Context: an optimization exercise on an open-source flow, tuned for small area, a short achievable clock period and few clock cycles. The choices shown serve that exercise and are no tape-out recipe. Only simulation tests tie the RTL to the original design; equivalence was not proved. Power and IR drop assume default switching activity.

// reuleaux
module reuleaux(input logic clk, input logic rst_n, input logic [2:0] colour,
                input logic [7:0] centre_x, input logic [6:0] centre_y, input logic [7:0] diameter,
                input logic start, output logic done,
                output logic [7:0] vga_x, output logic [6:0] vga_y,
                output logic [2:0] vga_colour, output logic vga_plot);
function automatic logic [6:0] e1f(input logic [7:0] d);
    e1f[0] = 256'h011337fc880113377eecc880113377feec880113377feecc80113377feecc880 >> d;
    e1f[1] = 256'h011337f0000113377fffffffeecc880000000113377fffffffeecc8800000000 >> d;
    e1f[2] = 256'h011337f0000113377ffffffffffffffffffffeecc88000000000000000000000 >> d;
    e1f[3] = 256'hfeecc80ffffeecc8800000000000000000000000000000000000000000000000 >> d;
    e1f[4] = 256'h0000000000000000000000000000000000000000000000000000000000000000 >> d;
    e1f[5] = 256'h0000000000000000000000000000000000000000000000000000000000000000 >> d;
    e1f[6] = 256'hfffffff000000000000000000000000000000000000000000000000000000000 >> d;
endfunction
function automatic logic [6:0] e3f(input logic [7:0] d);
    e3f[0] = 256'h7fa8faa58055015f157f57fa5feafea8fa818057055f15fe57fa7faafea0ea80 >> d;
    e3f[1] = 256'h8000000affaafea0ea80a800a00000000002ffa8faa0ea00a800800000000000 >> d;
    e3f[2] = 256'h0000000000000000000000000000000000000000000000000000000000000000 >> d;
    e3f[3] = 256'h0000000000000000000000000000000000000000000000000000000000000000 >> d;
    e3f[4] = 256'h0000000000000000000000000000000000000000000000000000000000000000 >> d;
    e3f[5] = 256'h0000000000000000000000000000000000000000000000000000000000000000 >> d;
    e3f[6] = 256'h0000000ffffffffffffffffffffffffffffc0000000000000000000000000000 >> d;
endfunction
function automatic logic [8:0] add8(input logic [7:0] a, input logic [7:0] b, input logic cin);
    logic c;
    logic [8:0] s;
    c = cin;
    for (int i = 0; i < 8; i++) begin
        s[i] = a[i] ^ b[i] ^ c;
        c    = (a[i] & b[i]) | (a[i] & c) | (b[i] & c);
    end
    s[8] = c;
  ...
==> flow/config.mk <==
export PLATFORM = sky130hd
export DESIGN_NAME = reuleaux
export DESIGN_NICKNAME = reuleaux
export VERILOG_FILES = /design/flow/design.v
export SDC_FILE = /design/flow/constraint.sdc
export NUM_CORES = 4
export LEC_CHECK = 0
export ABC_AREA = 1
export CAP_MARGIN = 20
export CORE_MARGIN = 2
export CORE_UTILIZATION = 65
export PLACE_DENSITY = 0.75
export SLEW_MARGIN = 20
==> flow/constraint.sdc <==
create_clock -name core_clock -period 20.0 [get_ports {clk}]
set_input_delay 4.0000 -clock core_clock [delete_from_list [all_inputs] [get_ports {clk}]]
set_output_delay 4.0000 -clock core_clock [all_outputs]
set_load 0.01 [all_outputs]
standard.sh (not shown) runs the stock make flow with config.mk's settings and CLKGATE_MAP_FILE= SYNTH_SCRIPT=/design/flow/synth_recipe.tcl, a recipe that flattens the netlist after the stock synthesis.
==> flow/flow/run.sh <==
#!/bin/bash
# Own layout flow. Steps:
#  1. the standard synthesis (standard.sh synth), unchanged;
#  2. the combinational logic of that netlist re-mapped by ABC with a
#     stronger script (flow/resyn.tcl, flow/resyn.abc); every register stays
#     the same instance, with the same name and cell type;
#  3. the standard ORFS flow from floorplan to finish (standard.sh), with
#     sky130_fd_sc_hd__buf_2 as the buffer ORFS puts on every port.
# Each tool's output goes to a log file in this folder.
set -euo pipefail
here=$(pwd)
export BUFFER_PORTS_ARGS="-buffer_cell sky130_fd_sc_hd__buf_2"
bash standard.sh synth > "$here/standard_synth.log" 2>&1
R=$here/orfs/results/$FLOW_PLATFORM/reuleaux/base
L=$here/orfs/logs/$FLOW_PLATFORM/reuleaux/base
cp "$R/1_2_yosys.v" "$here/standard_1_2_yosys.v"
YOSYS=$FLOW_HOME/../tools/install/yosys/bin/yosys
[ -x "$YOSYS" ] || YOSYS=yosys
export RS_LIB=$FLOW_HOME/platforms/$FLOW_PLATFORM/lib/sky130_fd_sc_hd__tt_025C_1v80.lib
export RS_IN=$here/standard_1_2_yosys.v
export RS_OUT=$here/resyn_1_2_yosys.v
export RS_STAT=$here/resyn_stat.txt
export RS_ABC=$here/flow/resyn.abc
RS_DONT_USE="$(grep -o -- '-dont_use [A-Za-z0-9_]*' "$L/1_2_yosys.log" | awk '{print $2}' | sort -u | tr '\n' ' ')"
export RS_DONT_USE
"$YOSYS" -l "$here/resyn.log" -c "$here/flow/resyn.tcl" > /dev/null
cp "$RS_OUT" "$R/1_2_yosys.v"
rm -f "$R/1_synth.odb" "$R/1_synth.sdc"
bash standard.sh > "$here/standard_finish.log" 2>&1
==> flow/flow/resyn.abc <==
# ABC script used by resyn.tcl: deep AIG optimisation, then delay-aware
# mapping (delay relaxed by 15% for area recovery) and ABC's usual sizing.
strash
&get -n
&deepsyn -T 60
&nf -R 15
&put
buffer -c
topo
stime -c
upsize -c
dnsize -c
Other scripts of this flow, unchanged in this note and not shown: flow/flow/resyn.tcl
Testbench counts at the start, summed over its fixed seeds: cycles 14,257.
Then changed:
==> flow/flow/resyn.abc (replaced) <==
# ABC script used by resyn.tcl: deep AIG optimisation, then delay-aware
# mapping with area recovery and ABC's usual sizing (as in ORFS abc_speed).
strash
&get -n
&deepsyn -T 60
&nf
&put
buffer -c
topo
stime -c
upsize -c
dnsize -c
--- a/flow/config.mk
+++ b/flow/config.mk
@@ -9,5 +9,4 @@
 export CAP_MARGIN = 20
 export CORE_MARGIN = 2
-export CORE_UTILIZATION = 65
-export PLACE_DENSITY = 0.75
+export CORE_UTILIZATION = 40
 export SLEW_MARGIN = 20
Result: The changed run completed with no timing, DRC or antenna violations. Hold slack gains 0.0046 ns. Synthesized cell count is lower by 0.38%. Worst setup slack improves by 0.040 ns. Fmax climbs by 0.84%. Combinational power is higher by 3.8%. Die area went up by 61%.
Then changed:
--- a/flow/config.mk
+++ b/flow/config.mk
@@ -10,3 +10,4 @@
 export CORE_MARGIN = 2
 export CORE_UTILIZATION = 40
+export CTS_BUF_LIST = sky130_fd_sc_hd__clkbuf_8 sky130_fd_sc_hd__clkbuf_16
 export SLEW_MARGIN = 20
Outcome:
- The new run finished with timing, DRC and antenna clean
- first-iteration DRC count stays the same
- final area is unchanged
- clock power stays flat
- non-clock buffer count stays the same
- final cell count stays the same
- register-to-register slack barely changes
- worst setup slack is unchanged
- synthesized area does not change
- routed wire length is unchanged
Then changed:
==> flow/flow/resyn.abc (replaced) <==
# ABC script used by resyn.tcl: deep AIG optimisation, choice computation,
# area-oriented mapping, then ABC's usual buffering and sizing against the
# delay target (as at the end of ORFS abc_speed).
strash
&get -n
&deepsyn -T 60
&put
dch -f
amap
buffer -c
topo
stime -c
upsize -c
dnsize -c
--- a/flow/config.mk
+++ b/flow/config.mk
@@ -10,4 +10,4 @@
 export CORE_MARGIN = 2
 export CORE_UTILIZATION = 40
-export CTS_BUF_LIST = sky130_fd_sc_hd__clkbuf_8 sky130_fd_sc_hd__clkbuf_16
+export CTS_BUF_LIST = sky130_fd_sc_hd__clkbuf_8
 export SLEW_MARGIN = 20
Outcome: The new run ran to the end with no violations; clock power came out lower by about 25%; clock skew hardly moves; total power came out lower by about 18%; clock-buffer cell count came out lower by 1; final cell count came out higher by about 11%; first-iteration DRC count came out higher by 14%; setup slack got worse by 0.30 ns.

## static timing again, ports no longer ideal
How much do the figures lean on ideal ports? The routed layouts below were timed once more, with nothing changed but the port constraints. Step 1 assumes that a clkbuf_16 drives the clock port and a buf_2 every other input. Step 2 also shifts input and output timing later by t, the mid clock arrival at the registers, as if the neighbouring blocks saw the same clock. Slacks: no drivers / after step 1 / after step 2; pairs: no drivers / after step 1.
run	shift t [ns]	slack for setup (ns)	worst register clock-pin slew, ns
the first run	0.406	15.133 / 15.127 / 15.133	0.09 / 0.09
the second run	0.402	15.173 / 15.129 / 15.408	0.08 / 0.08
the third run	0.402	15.173 / 15.129 / 15.408	0.08 / 0.08
the fourth run	0.447	14.871 / 14.871 / 14.871	0.12 / 0.12
After both steps every run listed still meets setup and hold.
